This is an optimization exercise on Yosys and OpenROAD, whose aim is small area, a short achievable clock period and few clock cycles per item, not a production implementation.
The RTL of this run was laid out without a check of its function.
Power and IR drop assume default switching activity.

==> flow/design.v <==
module cordic #(
    parameter int Width = 16
) (
    input  logic             clk_i,
    input  logic             rst_i,
    input  logic             start_cordic_i,
    input  logic [Width-1:0] x0_i,
    input  logic [Width-1:0] y0_i,
    input  logic [Width-1:0] z0_i,
    output logic [Width-1:0] xn_o,
    output logic [Width-1:0] yn_o,
    output logic [Width-1:0] zn_o,
    output logic             done_tick_cordic_o
);
  function automatic logic [15:0] atan(input logic [3:0] i);
    case (i)
      4'd0: atan = 16'h2D00;
      4'd1: atan = 16'h1A91;
      4'd2: atan = 16'h0E09;
      4'd3: atan = 16'h0720;
      4'd4: atan = 16'h0394;
      4'd5: atan = 16'h01CA;
      4'd6: atan = 16'h00E5;
      4'd7: atan = 16'h0073;
      4'd8: atan = 16'h0039;
      4'd9: atan = 16'h001D;
      4'd10: atan = 16'h000E;
      4'd11: atan = 16'h0007;
      4'd12: atan = 16'h0004;
      4'd13: atan = 16'h0002;
      4'd14: atan = 16'h0001;
      default: atan = 16'h0000;
    endcase
  endfunction
  function automatic logic [15:0] asr(input logic [15:0] v, input int k);
    for (int b = 0; b < 16; b++) asr[b] = (b + k > 15) ? v[15] : v[b + k];
  endfunction
  logic [15:0] x_q, y_q, z_q;
  logic        busy_q;   
  logic        done_q;
  logic neg;
  assign neg = z_q[15];
  logic [15:0] xi, yi;   
  assign xi = x_q;
  assign yi = y_q;
  logic [15:0] xs, ys, az;
  logic [3:0] lo_q, hi_q;
  logic       last;
  assign last = hi_q[3] & lo_q[2];
  logic [15:0] xl, yl;
  always_comb begin
    xl = 16'd0;
    yl = 16'd0;
    for (int i = 0; i < 4; i++) begin
      xl = xl | ({16{lo_q[i]}} & asr(xi, i));
      yl = yl | ({16{lo_q[i]}} & asr(yi, i));
    end
    xs = 16'd0;
    ys = 16'd0;
    for (int i = 0; i < 4; i++) begin
      xs = xs | ({16{hi_q[i]}} & asr(xl, (4 * i)));
      ys = ys | ({16{hi_q[i]}} & asr(yl, (4 * i)));
    end
    az = 16'd0;
    for (int i = 0; i < 15; i++) begin
      az = az | ({16{hi_q[i/4] & lo_q[i%4]}} & atan(i));
    end
  end
  logic [15:0] x_d, y_d, z_d, azi;
  logic        cx, cy, cz;
  assign cx  = ~neg & busy_q;
  assign cy  = neg & busy_q;
  assign cz  = ~neg & busy_q;
  assign azi = az ^ {16{~neg & busy_q}};
  logic [15:0] mxs, mys, xsi, ysi;
  assign mys = {16{cx}};
  assign mxs = {16{cy}};
  assign ysi = ys ^ mys;
  assign xsi = xs ^ mxs;
  logic [16:0] x_g0, x_p0;
  assign x_g0 = {x_q & ysi, cx};
  assign x_p0 = {x_q ^ ysi, 1'b0};
  logic x_g0_, x_p0_;
  assign x_g0_ = x_g0[1] | (x_p0[1] & x_g0[0]);
  assign x_p0_ = x_p0[1] & x_p0[0];
  logic x_g1_, x_p1_;
  assign x_g1_ = x_g0[2] | (x_p0[2] & x_g0_);
  assign x_p1_ = x_p0[2] & x_p0_;
  logic x_g2_, x_p2_;
  assign x_g2_ = x_g0[3] | (x_p0[3] & x_g1_);
  assign x_p2_ = x_p0[3] & x_p1_;
  logic x_g3_, x_p3_;
  assign x_g3_ = x_g0[5] | (x_p0[5] & x_g0[4]);
  assign x_p3_ = x_p0[5] & x_p0[4];
  logic x_g4_, x_p4_;
  assign x_g4_ = x_g0[6] | (x_p0[6] & x_g3_);
  assign x_p4_ = x_p0[6] & x_p3_;
  logic x_g5_, x_p5_;
  assign x_g5_ = x_g0[7] | (x_p0[7] & x_g4_);
  assign x_p5_ = x_p0[7] & x_p4_;
  logic x_g6_, x_p6_;
  assign x_g6_ = x_g0[9] | (x_p0[9] & x_g0[8]);
  assign x_p6_ = x_p0[9] & x_p0[8];
  logic x_g7_, x_p7_;
  assign x_g7_ = x_g0[10] | (x_p0[10] & x_g6_);
  assign x_p7_ = x_p0[10] & x_p6_;
  logic x_g8_, x_p8_;
  assign x_g8_ = x_g0[11] | (x_p0[11] & x_g7_);
  assign x_p8_ = x_p0[11] & x_p7_;
  logic x_g9_, x_p9_;
  assign x_g9_ = x_g0[13] | (x_p0[13] & x_g0[12]);
  assign x_p9_ = x_p0[13] & x_p0[12];
  logic x_g10_, x_p10_;
  assign x_g10_ = x_g0[14] | (x_p0[14] & x_g9_);
  assign x_p10_ = x_p0[14] & x_p9_;
  logic x_g11_, x_p11_;
  assign x_g11_ = x_g0[15] | (x_p0[15] & x_g10_);
  assign x_p11_ = x_p0[15] & x_p10_;
  logic x_g12_, x_p12_;
  assign x_g12_ = x_g5_ | (x_p5_ & x_g2_);
  assign x_p12_ = x_p5_ & x_p2_;
  logic x_g13_, x_p13_;
  assign x_g13_ = x_g8_ | (x_p8_ & x_g12_);
  assign x_p13_ = x_p8_ & x_p12_;
  logic x_g14_, x_p14_;
  assign x_g14_ = x_g11_ | (x_p11_ & x_g13_);
  assign x_p14_ = x_p11_ & x_p13_;
  logic x_g15_, x_p15_;
  assign x_g15_ = x_g0[16] | (x_p0[16] & x_g14_);
  assign x_p15_ = x_p0[16] & x_p14_;
  logic x_g16_, x_p16_;
  assign x_g16_ = x_g0[4] | (x_p0[4] & x_g2_);
  assign x_p16_ = x_p0[4] & x_p2_;
  logic x_g17_, x_p17_;
  assign x_g17_ = x_g3_ | (x_p3_ & x_g2_);
  assign x_p17_ = x_p3_ & x_p2_;
  logic x_g18_, x_p18_;
  assign x_g18_ = x_g4_ | (x_p4_ & x_g2_);
  assign x_p18_ = x_p4_ & x_p2_;
  logic x_g19_, x_p19_;
  assign x_g19_ = x_g0[8] | (x_p0[8] & x_g12_);
  assign x_p19_ = x_p0[8] & x_p12_;
  logic x_g20_, x_p20_;
  assign x_g20_ = x_g6_ | (x_p6_ & x_g12_);
  assign x_p20_ = x_p6_ & x_p12_;
  logic x_g21_, x_p21_;
  assign x_g21_ = x_g7_ | (x_p7_ & x_g12_);
  assign x_p21_ = x_p7_ & x_p12_;
  logic x_g22_, x_p22_;
  assign x_g22_ = x_g0[12] | (x_p0[12] & x_g13_);
  assign x_p22_ = x_p0[12] & x_p13_;
  logic x_g23_, x_p23_;
  assign x_g23_ = x_g9_ | (x_p9_ & x_g13_);
  assign x_p23_ = x_p9_ & x_p13_;
  logic x_g24_, x_p24_;
  assign x_g24_ = x_g10_ | (x_p10_ & x_g13_);
  assign x_p24_ = x_p10_ & x_p13_;
  assign x_d[0] = x_p0[1] ^ x_g0[0];
  assign x_d[1] = x_p0[2] ^ x_g0_;
  assign x_d[2] = x_p0[3] ^ x_g1_;
  assign x_d[3] = x_p0[4] ^ x_g2_;
  assign x_d[4] = x_p0[5] ^ x_g16_;
  assign x_d[5] = x_p0[6] ^ x_g17_;
  assign x_d[6] = x_p0[7] ^ x_g18_;
  assign x_d[7] = x_p0[8] ^ x_g12_;
  assign x_d[8] = x_p0[9] ^ x_g19_;
  assign x_d[9] = x_p0[10] ^ x_g20_;
  assign x_d[10] = x_p0[11] ^ x_g21_;
  assign x_d[11] = x_p0[12] ^ x_g13_;
  assign x_d[12] = x_p0[13] ^ x_g22_;
  assign x_d[13] = x_p0[14] ^ x_g23_;
  assign x_d[14] = x_p0[15] ^ x_g24_;
  assign x_d[15] = x_p0[16] ^ x_g14_;
  logic [16:0] y_g0, y_p0;
  assign y_g0 = {y_q & xsi, cy};
  assign y_p0 = {y_q ^ xsi, 1'b0};
  logic y_g0_, y_p0_;
  assign y_g0_ = y_g0[1] | (y_p0[1] & y_g0[0]);
  assign y_p0_ = y_p0[1] & y_p0[0];
  logic y_g1_, y_p1_;
  assign y_g1_ = y_g0[2] | (y_p0[2] & y_g0_);
  assign y_p1_ = y_p0[2] & y_p0_;
  logic y_g2_, y_p2_;
  assign y_g2_ = y_g0[3] | (y_p0[3] & y_g1_);
  assign y_p2_ = y_p0[3] & y_p1_;
  logic y_g3_, y_p3_;
  assign y_g3_ = y_g0[5] | (y_p0[5] & y_g0[4]);
  assign y_p3_ = y_p0[5] & y_p0[4];
  logic y_g4_, y_p4_;
  assign y_g4_ = y_g0[6] | (y_p0[6] & y_g3_);
  assign y_p4_ = y_p0[6] & y_p3_;
  logic y_g5_, y_p5_;
  assign y_g5_ = y_g0[7] | (y_p0[7] & y_g4_);
  assign y_p5_ = y_p0[7] & y_p4_;
  logic y_g6_, y_p6_;
  assign y_g6_ = y_g0[9] | (y_p0[9] & y_g0[8]);
  assign y_p6_ = y_p0[9] & y_p0[8];
  logic y_g7_, y_p7_;
  assign y_g7_ = y_g0[10] | (y_p0[10] & y_g6_);
  assign y_p7_ = y_p0[10] & y_p6_;
  logic y_g8_, y_p8_;
  assign y_g8_ = y_g0[11] | (y_p0[11] & y_g7_);
  assign y_p8_ = y_p0[11] & y_p7_;
  logic y_g9_, y_p9_;
  assign y_g9_ = y_g0[13] | (y_p0[13] & y_g0[12]);
  assign y_p9_ = y_p0[13] & y_p0[12];
  logic y_g10_, y_p10_;
  assign y_g10_ = y_g0[14] | (y_p0[14] & y_g9_);
  assign y_p10_ = y_p0[14] & y_p9_;
  logic y_g11_, y_p11_;
  assign y_g11_ = y_g0[15] | (y_p0[15] & y_g10_);
  assign y_p11_ = y_p0[15] & y_p10_;
  logic y_g12_, y_p12_;
  assign y_g12_ = y_g5_ | (y_p5_ & y_g2_);
  assign y_p12_ = y_p5_ & y_p2_;
  logic y_g13_, y_p13_;
  assign y_g13_ = y_g8_ | (y_p8_ & y_g12_);
  assign y_p13_ = y_p8_ & y_p12_;
  logic y_g14_, y_p14_;
  assign y_g14_ = y_g11_ | (y_p11_ & y_g13_);
  assign y_p14_ = y_p11_ & y_p13_;
  logic y_g15_, y_p15_;
  assign y_g15_ = y_g0[16] | (y_p0[16] & y_g14_);
  assign y_p15_ = y_p0[16] & y_p14_;
  logic y_g16_, y_p16_;
  assign y_g16_ = y_g0[4] | (y_p0[4] & y_g2_);
  assign y_p16_ = y_p0[4] & y_p2_;
  logic y_g17_, y_p17_;
  assign y_g17_ = y_g3_ | (y_p3_ & y_g2_);
  assign y_p17_ = y_p3_ & y_p2_;
  logic y_g18_, y_p18_;
  assign y_g18_ = y_g4_ | (y_p4_ & y_g2_);
  assign y_p18_ = y_p4_ & y_p2_;
  logic y_g19_, y_p19_;
  assign y_g19_ = y_g0[8] | (y_p0[8] & y_g12_);
  assign y_p19_ = y_p0[8] & y_p12_;
  logic y_g20_, y_p20_;
  assign y_g20_ = y_g6_ | (y_p6_ & y_g12_);
  assign y_p20_ = y_p6_ & y_p12_;
  logic y_g21_, y_p21_;
  assign y_g21_ = y_g7_ | (y_p7_ & y_g12_);
  assign y_p21_ = y_p7_ & y_p12_;
  logic y_g22_, y_p22_;
  assign y_g22_ = y_g0[12] | (y_p0[12] & y_g13_);
  assign y_p22_ = y_p0[12] & y_p13_;
  logic y_g23_, y_p23_;
  assign y_g23_ = y_g9_ | (y_p9_ & y_g13_);
  assign y_p23_ = y_p9_ & y_p13_;
  logic y_g24_, y_p24_;
  assign y_g24_ = y_g10_ | (y_p10_ & y_g13_);
  assign y_p24_ = y_p10_ & y_p13_;
  assign y_d[0] = y_p0[1] ^ y_g0[0];
  assign y_d[1] = y_p0[2] ^ y_g0_;
  assign y_d[2] = y_p0[3] ^ y_g1_;
  assign y_d[3] = y_p0[4] ^ y_g2_;
  assign y_d[4] = y_p0[5] ^ y_g16_;
  assign y_d[5] = y_p0[6] ^ y_g17_;
  assign y_d[6] = y_p0[7] ^ y_g18_;
  assign y_d[7] = y_p0[8] ^ y_g12_;
  assign y_d[8] = y_p0[9] ^ y_g19_;
  assign y_d[9] = y_p0[10] ^ y_g20_;
  assign y_d[10] = y_p0[11] ^ y_g21_;
  assign y_d[11] = y_p0[12] ^ y_g13_;
  assign y_d[12] = y_p0[13] ^ y_g22_;
  assign y_d[13] = y_p0[14] ^ y_g23_;
  assign y_d[14] = y_p0[15] ^ y_g24_;
  assign y_d[15] = y_p0[16] ^ y_g14_;
  logic [16:0] z_g0, z_p0;
  assign z_g0 = {z_q & azi, cz};
  assign z_p0 = {z_q ^ azi, 1'b0};
  logic z_g0_, z_p0_;
  assign z_g0_ = z_g0[1] | (z_p0[1] & z_g0[0]);
  assign z_p0_ = z_p0[1] & z_p0[0];
  logic z_g1_, z_p1_;
  assign z_g1_ = z_g0[3] | (z_p0[3] & z_g0[2]);
  assign z_p1_ = z_p0[3] & z_p0[2];
  logic z_g2_, z_p2_;
  assign z_g2_ = z_g0[5] | (z_p0[5] & z_g0[4]);
  assign z_p2_ = z_p0[5] & z_p0[4];
  logic z_g3_, z_p3_;
  assign z_g3_ = z_g0[7] | (z_p0[7] & z_g0[6]);
  assign z_p3_ = z_p0[7] & z_p0[6];
  logic z_g4_, z_p4_;
  assign z_g4_ = z_g0[9] | (z_p0[9] & z_g0[8]);
  assign z_p4_ = z_p0[9] & z_p0[8];
  logic z_g5_, z_p5_;
  assign z_g5_ = z_g0[11] | (z_p0[11] & z_g0[10]);
  assign z_p5_ = z_p0[11] & z_p0[10];
  logic z_g6_, z_p6_;
  assign z_g6_ = z_g0[13] | (z_p0[13] & z_g0[12]);
  assign z_p6_ = z_p0[13] & z_p0[12];
  logic z_g7_, z_p7_;
  assign z_g7_ = z_g0[15] | (z_p0[15] & z_g0[14]);
  assign z_p7_ = z_p0[15] & z_p0[14];
  logic z_g8_, z_p8_;
  assign z_g8_ = z_g1_ | (z_p1_ & z_g0_);
  assign z_p8_ = z_p1_ & z_p0_;
  logic z_g9_, z_p9_;
  assign z_g9_ = z_g3_ | (z_p3_ & z_g2_);
  assign z_p9_ = z_p3_ & z_p2_;
  logic z_g10_, z_p10_;
  assign z_g10_ = z_g5_ | (z_p5_ & z_g4_);
  assign z_p10_ = z_p5_ & z_p4_;
  logic z_g11_, z_p11_;
  assign z_g11_ = z_g7_ | (z_p7_ & z_g6_);
  assign z_p11_ = z_p7_ & z_p6_;
  logic z_g12_, z_p12_;
  assign z_g12_ = z_g9_ | (z_p9_ & z_g8_);
  assign z_p12_ = z_p9_ & z_p8_;
  logic z_g13_, z_p13_;
  assign z_g13_ = z_g11_ | (z_p11_ & z_g10_);
  assign z_p13_ = z_p11_ & z_p10_;
  logic z_g14_, z_p14_;
  assign z_g14_ = z_g13_ | (z_p13_ & z_g12_);
  assign z_p14_ = z_p13_ & z_p12_;
  logic z_g15_, z_p15_;
  assign z_g15_ = z_g10_ | (z_p10_ & z_g12_);
  assign z_p15_ = z_p10_ & z_p12_;
  logic z_g16_, z_p16_;
  assign z_g16_ = z_g2_ | (z_p2_ & z_g8_);
  assign z_p16_ = z_p2_ & z_p8_;
  logic z_g17_, z_p17_;
  assign z_g17_ = z_g4_ | (z_p4_ & z_g12_);
  assign z_p17_ = z_p4_ & z_p12_;
  logic z_g18_, z_p18_;
  assign z_g18_ = z_g6_ | (z_p6_ & z_g15_);
  assign z_p18_ = z_p6_ & z_p15_;
  logic z_g19_, z_p19_;
  assign z_g19_ = z_g0[2] | (z_p0[2] & z_g0_);
  assign z_p19_ = z_p0[2] & z_p0_;
  logic z_g20_, z_p20_;
  assign z_g20_ = z_g0[4] | (z_p0[4] & z_g8_);
  assign z_p20_ = z_p0[4] & z_p8_;
  logic z_g21_, z_p21_;
  assign z_g21_ = z_g0[6] | (z_p0[6] & z_g16_);
  assign z_p21_ = z_p0[6] & z_p16_;
  logic z_g22_, z_p22_;
  assign z_g22_ = z_g0[8] | (z_p0[8] & z_g12_);
  assign z_p22_ = z_p0[8] & z_p12_;
  logic z_g23_, z_p23_;
  assign z_g23_ = z_g0[10] | (z_p0[10] & z_g17_);
  assign z_p23_ = z_p0[10] & z_p17_;
  logic z_g24_, z_p24_;
  assign z_g24_ = z_g0[12] | (z_p0[12] & z_g15_);
  assign z_p24_ = z_p0[12] & z_p15_;
  logic z_g25_, z_p25_;
  assign z_g25_ = z_g0[14] | (z_p0[14] & z_g18_);
  assign z_p25_ = z_p0[14] & z_p18_;
  logic z_g26_, z_p26_;
  assign z_g26_ = z_g0[16] | (z_p0[16] & z_g14_);
  assign z_p26_ = z_p0[16] & z_p14_;
  assign z_d[0] = z_p0[1] ^ z_g0[0];
  assign z_d[1] = z_p0[2] ^ z_g0_;
  assign z_d[2] = z_p0[3] ^ z_g19_;
  assign z_d[3] = z_p0[4] ^ z_g8_;
  assign z_d[4] = z_p0[5] ^ z_g20_;
  assign z_d[5] = z_p0[6] ^ z_g16_;
  assign z_d[6] = z_p0[7] ^ z_g21_;
  assign z_d[7] = z_p0[8] ^ z_g12_;
  assign z_d[8] = z_p0[9] ^ z_g22_;
  assign z_d[9] = z_p0[10] ^ z_g17_;
  assign z_d[10] = z_p0[11] ^ z_g23_;
  assign z_d[11] = z_p0[12] ^ z_g15_;
  assign z_d[12] = z_p0[13] ^ z_g24_;
  assign z_d[13] = z_p0[14] ^ z_g18_;
  assign z_d[14] = z_p0[15] ^ z_g25_;
  assign z_d[15] = z_p0[16] ^ z_g14_;
  always_ff @(posedge clk_i) begin
    if (start_cordic_i) begin
      x_q <= x0_i;
      y_q <= y0_i;
      z_q <= z0_i;
    end else begin
      x_q <= x_d;
      y_q <= y_d;
      z_q <= z_d;
    end
  end
  always_ff @(posedge clk_i, posedge rst_i) begin
    if (rst_i) begin
      busy_q <= 1'b0;
      done_q <= 1'b0;
    end else begin
      busy_q <= start_cordic_i || (busy_q && !last);
      done_q <= busy_q && last && !start_cordic_i;
    end
  end
  always_ff @(posedge clk_i) begin
    if (start_cordic_i) begin
      lo_q <= 4'd1;
      hi_q <= 4'd1;
    end else if (!busy_q || last) begin
      lo_q <= 4'd0;
      hi_q <= 4'd0;
    end else begin
      lo_q <= {lo_q[2:0], lo_q[3]};
      if (lo_q[3]) hi_q <= {hi_q[2:0], 1'b0};
    end
  end
  assign xn_o = x_q;
  assign yn_o = y_q;
  assign zn_o = z_q;
  assign done_tick_cordic_o = done_q;
endmodule
==> flow/flow/run.sh <==
#!/bin/bash
# The standard layout (the standard.sh), with two changes:
#  - synthesis maps additions to ordinary logic cells (ADDER_MAP_FILE empty,
#    so Yosys does not extract full/half-adder cells); registers are unchanged;
#  - the port buffers that placement inserts are the smallest buffer cell,
#    sky130_fd_sc_hd__buf_1, instead of the one OpenROAD picks by default.
#    Every input and output port still gets its buffer.
# Full output in standard.log.
set -euo pipefail
export ADDER_MAP_FILE=
export BUFFER_PORTS_ARGS="-buffer_cell sky130_fd_sc_hd__buf_1"
bash standard.sh > standard.log 2>&1
==> flow/standard.sh <==
#!/bin/bash
# synth_recipe.tcl (not shown) runs the flow's synth.tcl, then flattens the netlist and writes it again
# the make line also repeats each setting of config.mk as NAME=value (left out here)
make -C /OpenROAD-flow-scripts/flow DESIGN_CONFIG=/design/flow/config.mk WORK_HOME=/design/flow/orfs CLKGATE_MAP_FILE= SYNTH_SCRIPT=/design/flow/synth_recipe.tcl "${@:-finish}"
==> flow/config.mk <==
export PLATFORM = sky130hd
export DESIGN_NAME = cordic
export DESIGN_NICKNAME = cordic
export VERILOG_FILES = /design/flow/design.v
export SDC_FILE = /design/flow/constraint.sdc
export NUM_CORES = 4
export LEC_CHECK = 0
export ABC_AREA = 1
export CAP_MARGIN = 20
export CORE_MARGIN = 2
export CORE_UTILIZATION = 60
export SETUP_SLACK_MARGIN = 2.6
export SLEW_MARGIN = 20
==> flow/constraint.sdc <==
create_clock -name core_clock -period 5.5 [get_ports {clk_i}]
set_input_delay 1.1000 -clock core_clock [delete_from_list [all_inputs] [get_ports {clk_i}]]
set_output_delay 1.1000 -clock core_clock [all_outputs]
set_load 0.01 [all_outputs]
==> flow_summary.toml <==
[run_status]
outcome = "no timing/DRC/antenna violations"

[routing]
drtIter0Drc = 460
antenna_left = 0
viasPerCell = 5.17
routed_wl_um = 17200
remaining_drc_errors = 0
routedWlPerCell_um = 12.6
num_vias = 7044
firstDrtPassIters = 5

[setup_path]
cp_data_arrival_time_ns = 2.92
end_kind = "flip-flop"
start_kind = "flip-flop"
cp.required_ns = 5.76
worstPathMaxFanout = 6
crit_type = "flip-flop to flip-flop"

[timing]
finalCritPeriodShare_pct = 48.5
rsz0062_at_grt = "no"
hold_violations = 0
setup_viol = 0
setup-tns-final_ns = 0
max_freq_mhz = 375
slew_violations = 0
setup_slack_ns = 2.83
tightest_slew_ns = 0.566
min_period_ns = 2.67
skew_ns = 0.0116
slew_headroom_pct = 62.3

[synthesis]
avgSynthCellArea_um2 = 5.67
netlist_area_um2 = 6480
netlist-cell-type-count = 49
async_flop_share_pct = 3.45
synth_edf_count = 0
yosysWarnings = 1
synth_largest_area_cell = "nand2_1"
synth_top_area_share_pct = 26.4
syn_nets = 1195
ys_seq_elements = 58
synth_area_leaders = "nand2_1, dfxtp_1, nor2_1"
seq_area_frac_synth_pct = 18.1
ys.flop_type = "dfxtp_1"
syn_inst = 1144

[power]
leakagePower_nw = 3.83
peakVddDrop_mv = 0.428
powerDensity_nw_per_um2 = 694

[final_layout]
utilization_pct = 67.5
drive_gt1_share_pct = 13.3
multi_input_area_um2 = 4570
syn_to_final_growth_pct = 8.53
antennaDiodeCount = 0
fin_nets = 1273
layout_commonest_cell = "nand2_1"
final_cells = 1363
nFillCells = 1043
fin_area_um2 = 7040
mostFrequentLayoutCells = "nand2_1, nor2_1, inv_1, buf_1, nand3_1"
regArea_um2 = 1190

[clocking]
cts_tree = "yes"
h-tree-depth = 3
cts.sinks = 58
clkLatencyLatePin_ns = 0.37
cts_buffer_depth = 2
cts_hold_buffers = 0
clkTransAtPathRegs_ns = 0.08
clock-root-buffer = "clkbuf_8"
numCtsBuffers = 9

[floorplan]
start_util_pct = 62.2
die_x_um = 108
coreArea_um2 = 10400
die_h_um = 108
io_pins = 100
die_area_um2 = 11700
rows = 37

[placement]
dpl_worst_slack_ns = 2.50
post_dp_cell_area_um2 = 6770
port_buffers = 99
dp_cells = 1344
hpwl_um = 12800
gp_congestion = 1.02

[global_routing]
grt_overflow = 0
grt_usage_pct = 30.8
grt_start_max_net_pins = 52
grt_pass1_vias = 6234
antenna_found_initial = 0
grt_pass1_wl_um = 28700

[min_path]
min_path_type = "flip-flop to flip-flop"

[run]
drv_cap = 0
report_power, final:
| part | internal, mW | total [mW] | switching (mW) |
|---|---|---|---|
| logic | 1.30 | 3.55 | 2.26 |
| registers | 0.611 | 0.897 | 0.286 |
| clock network | 0.233 | 0.432 | 0.198 |
synthesized netlist by cell type (all sizes together) (2+ instances only):
library cell and n:
a21boi 4, nand2 503, xnor2 7, a31oi 8, inv 115, and3 2, clkbuf 10, o21ai 60
nand4 9, dfrtp 2, or2 18, xor2 37, nand3 90, nor3 5, a21oi 16, nor2 154
buf 32, dfxtp 56, o211ai 4, nand3b 4
sequential cells by signal (all words and copies together), names as in the netlist:
register  cells
busy_q        1
done_q        1
hi_q          4
lo_q          4
x_q          16
y_q          16
z_q          16
critical path: stages, from the launching register on:
cell	delay, ns
dfxtp_1	0.36
inv_1	0.16
o21ai_0	0.43
nor2_1	0.14
buf_4	0.17
o211ai_1	0.18
xor2_1	0.24
or2_1	0.18
nand2_1	0.12
nor2_4	0.14
nand2_4	0.06
nand2_4	0.09
nand2_2	0.07
nand2_1	0.06
nand2_1	0.04
nand3_1	0.06
nand2_1	0.05
per-stage QoR:
stage	power (mW)	hold slack [ns]
5_1_grt	5.48	0.521
2_1_floorplan	3.75	0.533
4_1_cts	4.87	0.529
3_3_place_gp	4.38	0.522
6_report	4.88	0.519
3_5_place_dp	4.42	0.533
kinds of logic (layout without fill, tap and decap cells):
group / count (synthesis) / after routing / synth area share, %
AO/OA/AOI/OAI: 98 / 98 / 9.09
XOR/XNOR: 45 / 45 / 6.64
AND/OR/NAND/NOR: 785 / 785 / 54.7
buffers and inverters: 158 / 241 / 11.5
flip-flops: 58 / 58 / 18.1
worst paths after layout:
path                       slack (ns)  cells after the start      end  startpoint
setup / recovery                 2.83                     16  x_q[12]     lo_q[2]
max in group asynchronous        4.84                      2   done_q       rst_i
hold reg to reg                  0.52                      1  hi_q[0]     lo_q[3]
hold / removal                   0.52                      1  hi_q[0]     lo_q[3]
min in group asynchronous        0.54                      2   busy_q       rst_i
setup reg to reg                 2.83                     16  x_q[12]     lo_q[2]
cell type report:
type | count | area share, %
clock buffers | 12 | 2.21
clock inverters | 4 | 0.711
repair buffers | 109 | 6.58
flip-flops and latches | 58 | 16.9
inverters | 116 | 6.26
well taps | 136 | 2.42
multi-input cells | 928 | 64.9
repair_timing:
item,in CTS,in global routing
buffers inserted,0,3
resized for setup,3,16
pin swaps,0,1
setup endpoints to repair,19,29
layer usage:
layer	track usage (%)	vias to the layer above	wire length [um]
met2	49.1	234	7660
met4	9.62	0	405
met3	6.33	37	1130
met5	0	-	0
met1	41.9	3071	8040
li1	-	3702	-

==> port drivers added, routing unchanged <==
No port has a modelled driver above. Below, the same layout with a new extraction and two added sets of constraints.
Step 1, drivers: a clkbuf_16 drives clk_i and a buf_2 each remaining input, both assumed.
Step 2 adds t to the input delays and takes it off the output delays; t is the mean of the earliest and latest rising clock arrival at the registers after step 1. Input paths then give back, and output paths get back, about the clock's delay inside the block.
Slacks: ideal ports / drivers / drivers and shift; pairs: ideal ports / drivers.
t (ns): 0.397
slack for setup (ns): 2.832 / 2.832 / 2.832
worst register clock-pin slew, ns: 0.08 / 0.08
worst slew at a driven data input, ns: 0.03
After both steps this run still meets setup and hold. The setup slack of this run moves by 0.000 ns with the drivers and by 0.000 ns with both steps.
